Context: an optimization exercise on an open-source flow, tuned for small area and a short achievable clock period. The choices shown serve that exercise and are no tape-out recipe. RTL that was checked went through simulation tests only; none was proved equivalent to the original. The clock port is modelled as an ideal driver; clocking choices that lean on that would not hold on a real chip. Power is estimated from default activity; no workload was simulated.

==> flow/design.v (excerpt) <==
module axis_master(
    input logic bk_start,
    input logic [31:0] bk_data,
    input logic [3:0] bk_tstrb,
    input logic [3:0] bk_tkeep,
    input logic [1:0] bk_tid,
    input logic [1:0] bk_user,
    output logic bk_nordy,
    output logic bk_done,
    input axi_aclk,
    input axi_aresetn,
    output logic axis_tvalid,
    output logic [31:0] axis_tdata,
    output logic [3:0] axis_tstrb,
    output logic [3:0] axis_tkeep,
    output logic axis_tlast,
    output logic [1:0] axis_tid,
    output logic [1:0] axis_tuser,
    input axis_tready
);
    localparam DEPTH = 8, WIDTH = 44;
    logic [WIDTH - 1:0] fifo [DEPTH - 1:0];
    logic [WIDTH - 1:0] din, o_q, o_n;
    logic [7:0] d_q, d_n, w_q, w_n, cnt_q, cnt_n, nx_q, nx_n;
    logic s_q, v_q, l_q, nordy_q, v_n;
    logic full_q, full_n, wr, rd, byp, hold, show;
    logic [DEPTH - 1:0] ws_q, ws_n;    
    assign din = {bk_data, bk_tstrb, bk_tkeep, bk_tid, bk_user};
    assign wr   = bk_start & ~full_q;
    assign rd   = s_q & v_q & axis_tready;
    logic [7:0] w_inc;
    logic d_is0, d_is1, d_is2, d_is255, w_is0, w_is1, w_is255;
    logic gt1_inc, gt1_dec, gt1_same, v_inc, v_dec, v_same0, v_same1, v_clr;
    logic [7:0] nx_rot;
    logic [2:0] dl;
    logic [7:0] d_all1, d_all0, w_all1, d_tgl;
    logic up, dn;
    always_comb begin
        d_all1[0] = 1'b1;
        d_all0[0] = 1'b1;
        w_all1[0] = 1'b1;
        for (int i = 1; i < 8; i++) begin
            d_all1[i] = d_all1[i - 1] & d_q[i - 1];
            d_all0[i] = d_all0[i - 1] & ~d_q[i - 1];
            w_all1[i] = w_all1[i - 1] & w_q[i - 1];
        end
    end
    assign w_inc = w_q ^ w_all1;
    assign up    = wr & ~rd;
    assign dn    = rd & ~wr;
    assign d_tgl = ({8{up}} & d_all1) | ({8{dn}} & d_all0);
    assign d_is0   = (d_q == 8'd0);
    assign d_is1   = (d_q == 8'd1);
    assign d_is2   = (d_q == 8'd2);
    assign d_is255 = (d_q == 8'd255);
    assign w_is0   = (w_q == 8'd0);
    assign w_is1   = (w_q == 8'd1);
    assign w_is255 = (w_q == 8'd255);
    assign gt1_same = ~d_is0 & ~d_is1;
    assign gt1_inc  = ~d_is0 & ~d_is255;
    assign gt1_dec  = ~d_is1 & ~d_is2;
    assign v_inc    = gt1_inc | (d_is0 & w_is0 & ~v_q);    
    assign v_dec    = gt1_dec;                             
    assign v_same0  = gt1_same | (d_is1 & w_is1 & ~v_q);   
  ...
Size in the first run: ~440 flip-flops, about 96 I/O pins, ~0.017 sq mm of cells after synthesis.
clock: 5.0 ns
lec_check: 0
cap_margin: 20
core_margin: 2
core_utilization: 40
cts_cluster_diameter: 150
cts_cluster_size: 30
setup_slack_margin: 3.0
slew_margin: 20
standard.sh (not shown) runs the stock make flow with config.mk's settings and CLKGATE_MAP_FILE= SYNTH_SCRIPT=/design/flow/synth_recipe.tcl, a recipe that flattens the netlist after the stock synthesis.
==> flow/flow/run.sh <==
#!/bin/bash
# Standard ORFS layout, except that the port buffers inserted before global
# placement are the small sky130_fd_sc_hd__buf_1 instead of the default pick;
# timing repair still resizes them where needed.
set -euo pipefail
bash standard.sh "BUFFER_PORTS_ARGS=-buffer_cell sky130_fd_sc_hd__buf_1" finish > make_finish.log 2>&1
==> next run, changes <==
==> flow/run.sh (new file) <==
#!/bin/bash
# synth_recipe.tcl (not shown) runs the flow's synth.tcl, then flattens the netlist and writes it again
# the make line also repeats each setting of config.mk as NAME=value (left out here)
make -C /OpenROAD-flow-scripts/flow DESIGN_CONFIG=/design/flow/config.mk WORK_HOME=/design/flow/orfs CLKGATE_MAP_FILE= SYNTH_SCRIPT=/design/flow/synth_recipe.tcl finish
removed: flow/flow/run.sh
removed: flow/standard.sh
The new run passed the timing, design-rule and antenna checks.
Clock-buffer cell count does not change.
Area after synthesis is unchanged.
Final cell count stays flat.
Maximum frequency grows slightly.
Worst setup slack gains 0.028 ns.
Flip-flop and latch count does not change.
Wire length is higher by a few percent.
Clock power is about the same.
Clock skew is higher by 0.0050 ns.
Hold slack gets better by 0.099 ns.
Final area rose slightly.
Function was not checked in any run of this note: the RTL went through the layout flow alone.

========
axis_master, a different RTL version from the one above (not shown whole).
Size in the first run: roughly 1000 cells after synthesis, ~96 I/O pins.
Settings: LEC_CHECK=0, CAP_MARGIN=20, CORE_MARGIN=2, CORE_UTILIZATION=40, CTS_CLUSTER_DIAMETER=120, CTS_CLUSTER_SIZE=25, SETUP_SLACK_MARGIN=2.9, SLEW_MARGIN=20; clock period 5.0 ns.
==> flow/flow/run.sh <==
#!/bin/bash
# Standard ORFS layout, with one change to the clock tree: after CTS the root
# buffer between the clock port and the first level of clock buffers is
# removed, so the port drives those (two) buffers directly and every
# register's clock passes through two buffers instead of three. Each tool's
# output goes to a log file in this folder.
set -euo pipefail
R=orfs/results/sky130hd/axis_master/base
OPENROAD=$(command -v openroad || echo "$FLOW_HOME/../tools/install/OpenROAD/bin/openroad")
bash standard.sh cts > make_to_cts.log 2>&1
IN_ODB=$R/4_cts.odb OUT_ODB=$R/4_cts.odb "$OPENROAD" -no_init -exit flow/clkroot.tcl > clkroot.log 2>&1
bash standard.sh finish > make_finish.log 2>&1
==> flow/flow/clkroot.tcl <==
# Drive the first level of clock buffers straight from the clock port:
# remove the single root buffer CTS puts between the port and them, so the
# clock reaches every register through two buffers instead of three.
# Usage: openroad -exit clkroot.tcl with IN_ODB, OUT_ODB set.
read_db $::env(IN_ODB)
set block [ord::get_db_block]
set port_net [$block findNet axi_aclk]
set roots {}
foreach it [$port_net getITerms] {
  lappend roots [$it getInst]
}
if {[llength $roots] != 1} {
  puts "clkroot: port drives [llength $roots] cells, leaving the tree as it is"
} else {
  set root [lindex $roots 0]
  set rnet [[$root findITerm X] getNet]
  set loads {}
  foreach it [$rnet getITerms] {
    if {[$it isInputSignal]} { lappend loads $it }
  }
  if {[llength $loads] > 4} {
    puts "clkroot: root drives [llength $loads] pins, leaving the tree as it is"
  } else {
    foreach it $loads {
      $it disconnect
      $it connect $port_net
    }
    [$root findITerm A] disconnect
    [$root findITerm X] disconnect
    odb::dbInst_destroy $root
    odb::dbNet_destroy $rnet
    puts "clkroot: removed [$root getName]; port now drives [llength $loads] buffers"
  }
}
write_db $::env(OUT_ODB)
Next try:
- CTS_CLUSTER_DIAMETER: 120 -> not set
- CTS_CLUSTER_SIZE: 25 -> not set
- SETUP_SLACK_MARGIN: 2.9 -> 3.0
Result: Worst hold slack is worse by 0.0056 ns; combinational power came out higher by 17%; total power increases by 18%; die area does not change; worst setup slack improves by 0.023 ns; flip-flop and latch count is unchanged; area after synthesis does not change; non-clock buffer count went up by 35; via count grows by 5.5%; global-route usage barely changes.

========
== the baseline ==
Another version of the RTL of axis_master (not shown whole).
Size in the first run: ~880 cells after synthesis, roughly 440 flip-flops, ~96 I/O pins, roughly 0.016 mm² of cells after synthesis.
clock: 5.0 ns
lec_check: 0
cap_margin: 20
core_margin: 2
core_utilization: 40
cts_cluster_diameter: 100
cts_cluster_size: 20
setup_slack_margin: 3.0
slew_margin: 20
synth_hierarchical: 1
Scripts as last shown in full above: flow/flow/run.sh, flow/flow/clkroot.tcl
Edits applied to the flow inputs when going from the baseline to the candidate:
- CTS_CLUSTER_SIZE: 20 -> 25
- CTS_CLUSTER_DIAMETER: 100 -> 120
==> flow/run.sh (new file) <==
#!/bin/bash
# synth_recipe.tcl (not shown) runs the flow's synth.tcl, then flattens the netlist and writes it again
# the make line also repeats each setting of config.mk as NAME=value (left out here)
make -C /OpenROAD-flow-scripts/flow DESIGN_CONFIG=/design/flow/config.mk WORK_HOME=/design/flow/orfs CLKGATE_MAP_FILE= SYNTH_SCRIPT=/design/flow/synth_recipe.tcl finish
removed: flow/flow/run.sh
removed: flow/flow/clkroot.tcl
removed: flow/standard.sh
### Flow results
Number of logic stages on the critical path including buffering for the candidate: 2 up relative to the baseline. Total power of the final layout in the candidate is 3.7% lower than in the baseline. Design area shrinks slightly when moving from the baseline to the candidate. In the candidate, the first-pass GRT wire length came out 1.6% above the value in the baseline. Max freq the baseline -> the candidate: degraded. Utilization the baseline -> the candidate: down.
No run of this note included a check of the RTL's function; only the layout flow was run.

========
RTL: one of the versions met above, not the one the previous note started from.
For scale: roughly 1000 cells after synthesis, about 430 flip-flops, about 96 I/O pins, roughly 16000 um2 of cells after synthesis.
clock: 5.0 ns
lec_check: 0
cap_margin: 20
core_margin: 2
core_utilization: 40
cts_cluster_diameter: 120
cts_cluster_size: 25
setup_slack_margin: 2.9
slew_margin: 20
==> flow/flow/run.sh <==
#!/bin/bash
# Standard ORFS layout, with one change to the clock tree: after CTS the root
# buffer between the clock port and the first level of clock buffers is
# removed, so the port drives those (two) buffers directly and every
# register's clock passes through two buffers instead of three. Each tool's
# output goes to a log file in this folder. The port buffers are
# sky130_fd_sc_hd__buf_2 instead of the default pick; timing repair resizes
# them where needed.
set -euo pipefail
R=orfs/results/sky130hd/axis_master/base
OPENROAD=$(command -v openroad || echo "$FLOW_HOME/../tools/install/OpenROAD/bin/openroad")
bash standard.sh "BUFFER_PORTS_ARGS=-buffer_cell sky130_fd_sc_hd__buf_2" cts > make_to_cts.log 2>&1
IN_ODB=$R/4_cts.odb OUT_ODB=$R/4_cts.odb "$OPENROAD" -no_init -exit flow/clkroot.tcl > clkroot.log 2>&1
bash standard.sh "BUFFER_PORTS_ARGS=-buffer_cell sky130_fd_sc_hd__buf_2" finish > make_finish.log 2>&1
==> flow/flow/clkroot.tcl <==
# Drive the first level of clock buffers straight from the clock port:
# remove the single root buffer CTS puts between the port and them, so the
# clock reaches every register through two buffers instead of three.
# Usage: openroad -exit clkroot.tcl with IN_ODB, OUT_ODB set.
read_db $::env(IN_ODB)
set block [ord::get_db_block]
set port_net [$block findNet axi_aclk]
set roots {}
foreach it [$port_net getITerms] {
  lappend roots [$it getInst]
}
if {[llength $roots] != 1} {
  puts "clkroot: port drives [llength $roots] cells, leaving the tree as it is"
} else {
  set root [lindex $roots 0]
  set rnet [[$root findITerm X] getNet]
  set loads {}
  foreach it [$rnet getITerms] {
    if {[$it isInputSignal]} { lappend loads $it }
  }
  if {[llength $loads] > 4} {
    puts "clkroot: root drives [llength $loads] pins, leaving the tree as it is"
  } else {
    foreach it $loads {
      $it disconnect
      $it connect $port_net
    }
    [$root findITerm A] disconnect
    [$root findITerm X] disconnect
    odb::dbInst_destroy $root
    odb::dbNet_destroy $rnet
    puts "clkroot: removed [$root getName]; port now drives [llength $loads] buffers"
  }
}
write_db $::env(OUT_ODB)
Next try:
--- a/flow/flow/run.sh
+++ b/flow/flow/run.sh
@@ -6,3 +6 @@
-# output goes to a log file in this folder. The port buffers are
-# sky130_fd_sc_hd__buf_2 instead of the default pick; timing repair resizes
-# them where needed.
+# output goes to a log file in this folder.
@@ -12 +10 @@
-bash standard.sh "BUFFER_PORTS_ARGS=-buffer_cell sky130_fd_sc_hd__buf_2" cts > make_to_cts.log 2>&1
+bash standard.sh cts > make_to_cts.log 2>&1
@@ -14 +12 @@
-bash standard.sh "BUFFER_PORTS_ARGS=-buffer_cell sky130_fd_sc_hd__buf_2" finish > make_finish.log 2>&1
+bash standard.sh finish > make_finish.log 2>&1
--- a/flow/config.mk
+++ b/flow/config.mk
@@ -13 +13 @@
-export SETUP_SLACK_MARGIN = 2.9
+export SETUP_SLACK_MARGIN = 3.0
The changed run ran to the end with no violations.
Non-clock buffer count grows by 36.
Via count grows by about 3.7%.
Sequential cell count is unchanged.
Wire length grows by 7.5%.
Next try:
==> flow/run.sh (new file) <==
#!/bin/bash
# synth_recipe.tcl (not shown) runs the flow's synth.tcl, then flattens the netlist and writes it again
# the make line also repeats each setting of config.mk as NAME=value (left out here)
make -C /OpenROAD-flow-scripts/flow DESIGN_CONFIG=/design/flow/config.mk WORK_HOME=/design/flow/orfs CLKGATE_MAP_FILE= SYNTH_SCRIPT=/design/flow/synth_recipe.tcl finish
--- a/flow/config.mk
+++ b/flow/config.mk
@@ -10,3 +10 @@
-export CORE_UTILIZATION = 40
-export CTS_CLUSTER_DIAMETER = 120
-export CTS_CLUSTER_SIZE = 25
+export CORE_UTILIZATION = 60
removed: flow/flow/run.sh
removed: flow/flow/clkroot.tcl
removed: flow/standard.sh
After rerunning:
- die area came out lower by about 33%
- clock skew barely changes
- synthesized area stays the same
- utilization came out higher by 30 points
- fmax came out lower by 2.9%
- setup slack loses 0.064 ns
- hold slack loses 0.017 ns
- clock power came out higher by about 66%

========
The RTL this note starts from:
==> flow/design.v <==
module axis_aoi222 #(parameter WIDTH = 44)(
    input logic [WIDTH - 1:0] a1, a2, b1, b2, c1, c2,
    output logic [WIDTH - 1:0] y
);
    assign y = ~((a1 & a2) | (b1 & b2) | (c1 & c2));
endmodule
module axis_payload_sel #(parameter DEPTH = 8)(
    input logic start, ready, v, x0, x1, y0, y1,
    input logic [DEPTH - 1:0] nx, nx_hold,
    output logic en_b,
    output logic [DEPTH - 1:0] sel
);
    logic g;
    assign g    = v & ~(start & (ready ? x1 : x0));
    assign en_b = v & start & (ready ? y1 : y0);
    assign sel  = {DEPTH{g}} & (ready ? nx : nx_hold);
endmodule
module axis_out_flag(
    input logic clk,
    input logic rst_n,
    input logic d,
    output logic q
);
    always_ff @(posedge clk or negedge rst_n) begin
        if (~rst_n) q <= 1'b0;
        else        q <= d;
    end
endmodule
module axis_nand3 #(parameter WIDTH = 44)(
    input logic [WIDTH - 1:0] a, b, c,
    output logic [WIDTH - 1:0] y
);
    assign y = ~(a & b & c);
endmodule
module axis_master(
    input logic bk_start,
    input logic [31:0] bk_data,
    input logic [3:0] bk_tstrb,
    input logic [3:0] bk_tkeep,
    input logic [1:0] bk_tid,
    input logic [1:0] bk_user,
    output logic bk_nordy,
    output logic bk_done,
    input axi_aclk,
    input axi_aresetn,
    output logic axis_tvalid,
    output logic [31:0] axis_tdata,
    output logic [3:0] axis_tstrb,
    output logic [3:0] axis_tkeep,
    output logic axis_tlast,
    output logic [1:0] axis_tid,
    output logic [1:0] axis_tuser,
    input axis_tready
);
    localparam DEPTH = 8, WIDTH = 44;
    logic [WIDTH - 1:0] fifo [DEPTH - 1:0];
    logic [WIDTH - 1:0] din, o_q, o_n;
    logic [7:0] d_q, d_n, w_q, w_n, cnt_q, cnt_n, nx_q, nx_n;
    logic s_q, v_q, l_q, nordy_q, v_n;
    logic full_q, full_n, wr, rd;
    assign din = {bk_data, bk_tstrb, bk_tkeep, bk_tid, bk_user};
    assign wr   = bk_start & ~full_q;
    assign rd   = s_q & v_q & axis_tready;
    logic [7:0] w_inc;
    logic d_is0, d_is1, d_is2, d_is255, w_is0, w_is1, w_is255;
    logic gt1_inc, gt1_dec, gt1_same, v_inc, v_dec, v_same0, v_same1, v_clr;
    logic [7:0] nx_rot;
    logic [7:0] d_all1, d_all0, w_all1, d_tgl;
    logic up, dn;
    always_comb begin
        d_all1[0] = 1'b1;
        d_all0[0] = 1'b1;
        w_all1[0] = 1'b1;
        for (int i = 1; i < 8; i++) begin
            d_all1[i] = d_all1[i - 1] & d_q[i - 1];
            d_all0[i] = d_all0[i - 1] & ~d_q[i - 1];
            w_all1[i] = w_all1[i - 1] & w_q[i - 1];
        end
    end
    assign w_inc = w_q ^ w_all1;
    assign up    = wr & ~rd;
    assign dn    = rd & ~wr;
    assign d_tgl = ({8{up}} & d_all1) | ({8{dn}} & d_all0);
    assign d_is0   = (d_q == 8'd0);
    assign d_is1   = (d_q == 8'd1);
    assign d_is2   = (d_q == 8'd2);
    assign d_is255 = (d_q == 8'd255);
    assign w_is0   = (w_q == 8'd0);
    assign w_is1   = (w_q == 8'd1);
    assign w_is255 = (w_q == 8'd255);
    assign gt1_same = ~d_is0 & ~d_is1;
    assign gt1_inc  = ~d_is0 & ~d_is255;
    assign gt1_dec  = ~d_is1 & ~d_is2;
    assign v_inc    = gt1_inc | (d_is0 & w_is0 & ~v_q);    
    assign v_dec    = gt1_dec;                             
    assign v_same0  = gt1_same | (d_is1 & w_is1 & ~v_q);   
    assign v_same1  = gt1_same;                            
    assign v_clr    = ~w_is255;                            
    always_comb begin
        if (l_q) begin
            w_n = wr ? w_inc : 8'd0;
            d_n = wr ? w_inc : 8'd0;
            v_n = wr & v_clr;
        end
        else begin
            w_n = wr ? w_inc : w_q;
            d_n = d_q ^ d_tgl;
            case ({wr, rd})
                2'b10:   v_n = v_inc;
                2'b01:   v_n = v_dec;
                2'b11:   v_n = v_same1;
                default: v_n = v_same0;
            endcase
        end
    end
    always_comb begin
        if (l_q)
            full_n = wr & (w_q == 8'd7);
        else if (up)
            full_n = (d_q == 8'd7);
        else if (dn)
            full_n = (d_q == 8'd9);
        else
            full_n = full_q;
    end
    logic dl0_n, dl1_n, d255_n;
    always_comb begin
        if (l_q) begin
            dl0_n  = ~wr | (w_q[2:0] == 3'd7);
            dl1_n  = wr & (w_q[2:0] == 3'd0);
            d255_n = wr & (w_q == 8'd254);
        end
        else if (up) begin
            dl0_n  = (d_q[2:0] == 3'd7);
            dl1_n  = dl0_q;
            d255_n = (d_q == 8'd254);
        end
        else if (dn) begin
            dl0_n  = dl1_q;
            dl1_n  = (d_q[2:0] == 3'd2);
            d255_n = d_is0;
        end
        else begin
            dl0_n  = dl0_q;
            dl1_n  = dl1_q;
            d255_n = d255_q;
        end
    end
    assign nx_rot = {nx_q[6:0], nx_q[7]};
    always_comb begin
        if (~v_q)      nx_n = 8'b0000_0001;
        else if (~s_q) nx_n = 8'b0000_0010;
        else if (rd)   nx_n = nx_rot;
        else           nx_n = nx_q;
    end
    logic [7:0] c_all1;
    always_comb begin
        c_all1[0] = 1'b1;
        for (int i = 1; i < 8; i++)
            c_all1[i] = c_all1[i - 1] & cnt_q[i - 1];
    end
    assign cnt_n = (s_q & ~axis_tready) ? cnt_q ^ c_all1 : 8'd0;
    logic dl0, dl1, sv;
    logic x0, x1, y0, y1;
    logic [DEPTH - 1:0] nx_hold;
    logic dl0_q, dl1_q, d255_q;
    assign dl0 = dl0_q;
    assign dl1 = dl1_q;
    assign sv  = s_q & v_q;
    assign x0  = ~full_q & (d255_q | dl0);
    assign x1  = ~full_q & (sv ? dl1 : (d255_q | dl0));
    assign y0  = ~full_q & dl0 & ~d255_q;
    assign y1  = ~full_q & (sv ? dl1 : (dl0 & ~d255_q));
    assign nx_hold = s_q ? {nx_q[0], nx_q[7:1]} : nx_q;
    localparam GROUPS = 2, GW = WIDTH / GROUPS;
    logic [GROUPS - 1:0] en_b_g;
    logic [DEPTH - 1:0] sel_g [GROUPS];
    logic [WIDTH - 1:0] sel_w [DEPTH];
    logic [WIDTH - 1:0] en_b_w;
    for (genvar k = 0; k < GROUPS; k++) begin : sel_copy
        axis_payload_sel #(.DEPTH(DEPTH)) payload_sel(
            .start(bk_start), .ready(axis_tready), .v(v_q),
            .x0(x0), .x1(x1), .y0(y0), .y1(y1),
            .nx(nx_q), .nx_hold(nx_hold),
            .en_b(en_b_g[k]), .sel(sel_g[k]));
    end
    always_comb begin
        for (int j = 0; j < WIDTH; j++) begin
            en_b_w[j] = en_b_g[j / GW];
            for (int i = 0; i < DEPTH; i++)
                sel_w[i][j] = sel_g[j / GW][i];
        end
    end
    logic [WIDTH - 1:0] grp0, grp1, grp2;
    axis_aoi222 #(.WIDTH(WIDTH)) payload_g0(
        .a1(sel_w[0]), .a2(fifo[0]),
        .b1(sel_w[1]), .b2(fifo[1]),
        .c1(sel_w[2]), .c2(fifo[2]),
        .y(grp0));
    axis_aoi222 #(.WIDTH(WIDTH)) payload_g1(
        .a1(sel_w[3]), .a2(fifo[3]),
        .b1(sel_w[4]), .b2(fifo[4]),
        .c1(sel_w[5]), .c2(fifo[5]),
        .y(grp1));
    axis_aoi222 #(.WIDTH(WIDTH)) payload_g2(
        .a1(sel_w[6]), .a2(fifo[6]),
        .b1(sel_w[7]), .b2(fifo[7]),
        .c1(en_b_w),   .c2(din),
        .y(grp2));
    axis_nand3 #(.WIDTH(WIDTH)) payload_or(
        .a(grp0), .b(grp1), .c(grp2),
        .y(o_n));
    always_ff @(posedge axi_aclk) begin
        for (int i = 0; i < DEPTH; i++)
            if (bk_start & ~full_q & (w_q[2:0] == i)) fifo[i] <= din;
    end
    always_ff @(posedge axi_aclk or negedge axi_aresetn) begin
        if (~axi_aresetn) begin
            d_q     <= 8'd0;
            w_q     <= 8'd0;
            cnt_q   <= 8'd0;
            nx_q    <= 8'b0000_0001;
            full_q  <= 1'b0;
            dl0_q   <= 1'b1;
            dl1_q   <= 1'b0;
            d255_q  <= 1'b0;
            s_q     <= 1'b0;
            v_q     <= 1'b0;
            l_q     <= 1'b0;
            nordy_q <= 1'b0;
            o_q     <= '0;
        end
        else begin
            d_q     <= d_n;
            w_q     <= w_n;
            cnt_q   <= cnt_n;
            nx_q    <= nx_n;
            full_q  <= full_n;
            dl0_q   <= dl0_n;
            dl1_q   <= dl1_n;
            d255_q  <= d255_n;
            s_q     <= v_q;
            v_q     <= v_n;
            l_q     <= v_q & ~v_n;
            nordy_q <= s_q & ~axis_tready & (cnt_q >= 8'd4) & (cnt_q != 8'd255);
            o_q     <= o_n;
        end
    end
    axis_out_flag tvalid_flag(.clk(axi_aclk), .rst_n(axi_aresetn), .d(v_q), .q(axis_tvalid));
    axis_out_flag tlast_flag(.clk(axi_aclk), .rst_n(axi_aresetn), .d(v_q & ~v_n), .q(axis_tlast));
    axis_out_flag done_flag(.clk(axi_aclk), .rst_n(axi_aresetn), .d(v_q & ~v_n), .q(bk_done));
    assign bk_nordy    = nordy_q;
    assign {axis_tdata, axis_tstrb, axis_tkeep, axis_tid, axis_tuser} = o_q;
endmodule
clock: 5.0 ns
lec_check: 0
cap_margin: 20
core_margin: 2
core_utilization: 40
cts_cluster_diameter: 100
cts_cluster_size: 20
setup_slack_margin: 3.0
slew_margin: 20
synth_hierarchical: 1
run.sh (not shown) runs the stock make flow with config.mk's settings and CLKGATE_MAP_FILE= SYNTH_SCRIPT=/design/flow/synth_recipe.tcl, a recipe that flattens the netlist after the stock synthesis.
Stock flow here: none of the scripts above is used.
==> next run, changes <==
SETUP_SLACK_MARGIN = 2.8   (was 3.0)
The changed run ran to the end with no violations; wire length came out lower by a few percent; combinational power came out higher by a few percent; via count drops slightly; cell area came out lower slightly; hold slack got worse by 0.016 ns; utilization is lower by 0.47 points; first-iteration DRC count rose by about a fifth; non-clock buffer count is lower by 3; die area stays the same; register-to-register slack hardly moves; synthesized cell count does not change.
No functional check of the RTL was part of any run of this note.

[afterwards: timing with drivers on the ports]
No port has a modelled driver above. Below, the same layouts with a new extraction and two added sets of constraints.
Step 1 assumes that a clkbuf_16 drives the clock port and a buf_2 every other input.
Step 2 times the ports against the registers' clock, not the clock port: input delays grow and output delays shrink by t, the midpoint of the rising clock arrivals with the driver on.
Slacks: ideal / step 1 / step 2; pairs: ideal / step 1.
run	shift t [ns]	setup WS [ns]	hold slack, ns	worst setup path after step 2	latest minus earliest clock arrival (ns)
the first run of note 1	0.591	2.744 / 2.740 / 2.168	0.369 / 0.339 / 0.481	input to register	0.015 / 0.015
the second run of note 1	0.589	2.772 / 2.735 / 2.197	0.468 / 0.468 / 0.468	input to register	0.019 / 0.019
the first run of note 2	0.459	2.890 / 2.864 / 2.434	0.497 / 0.497 / 0.497	input to register	0.021 / 0.022
the second run of note 2	0.475	2.913 / 2.914 / 2.478	0.491 / 0.491 / 0.491	input to register	0.026 / 0.026
the baseline	0.484	2.779 / 2.744 / 2.259	0.483 / 0.483 / 0.483	input to register	0.020 / 0.021
the candidate	0.583	2.764 / 2.764 / 2.210	0.480 / 0.480 / 0.480	input to register	0.015 / 0.016
the first run of note 4	0.471	2.894 / 2.890 / 2.490	0.498 / 0.498 / 0.498	input to register	0.032 / 0.031
the second run of note 4	0.469	2.903 / 2.840 / 2.483	0.497 / 0.497 / 0.497	input to register	0.020 / 0.020
the third run of note 4	0.583	2.840 / 2.792 / 2.295	0.480 / 0.480 / 0.480	input to register	0.026 / 0.026
the first run of note 5	0.597	2.793 / 2.793 / 2.196	0.483 / 0.483 / 0.483	input to register	0.019 / 0.019
the second run of note 5	0.606	2.782 / 2.769 / 2.223	0.468 / 0.468 / 0.468	input to register	0.022 / 0.022
After both steps setup and hold are still met in every run listed. For the first run of note 5, which loses most, drivers alone change the setup slack by 0.000 ns; drivers and shift together by -0.597 ns.
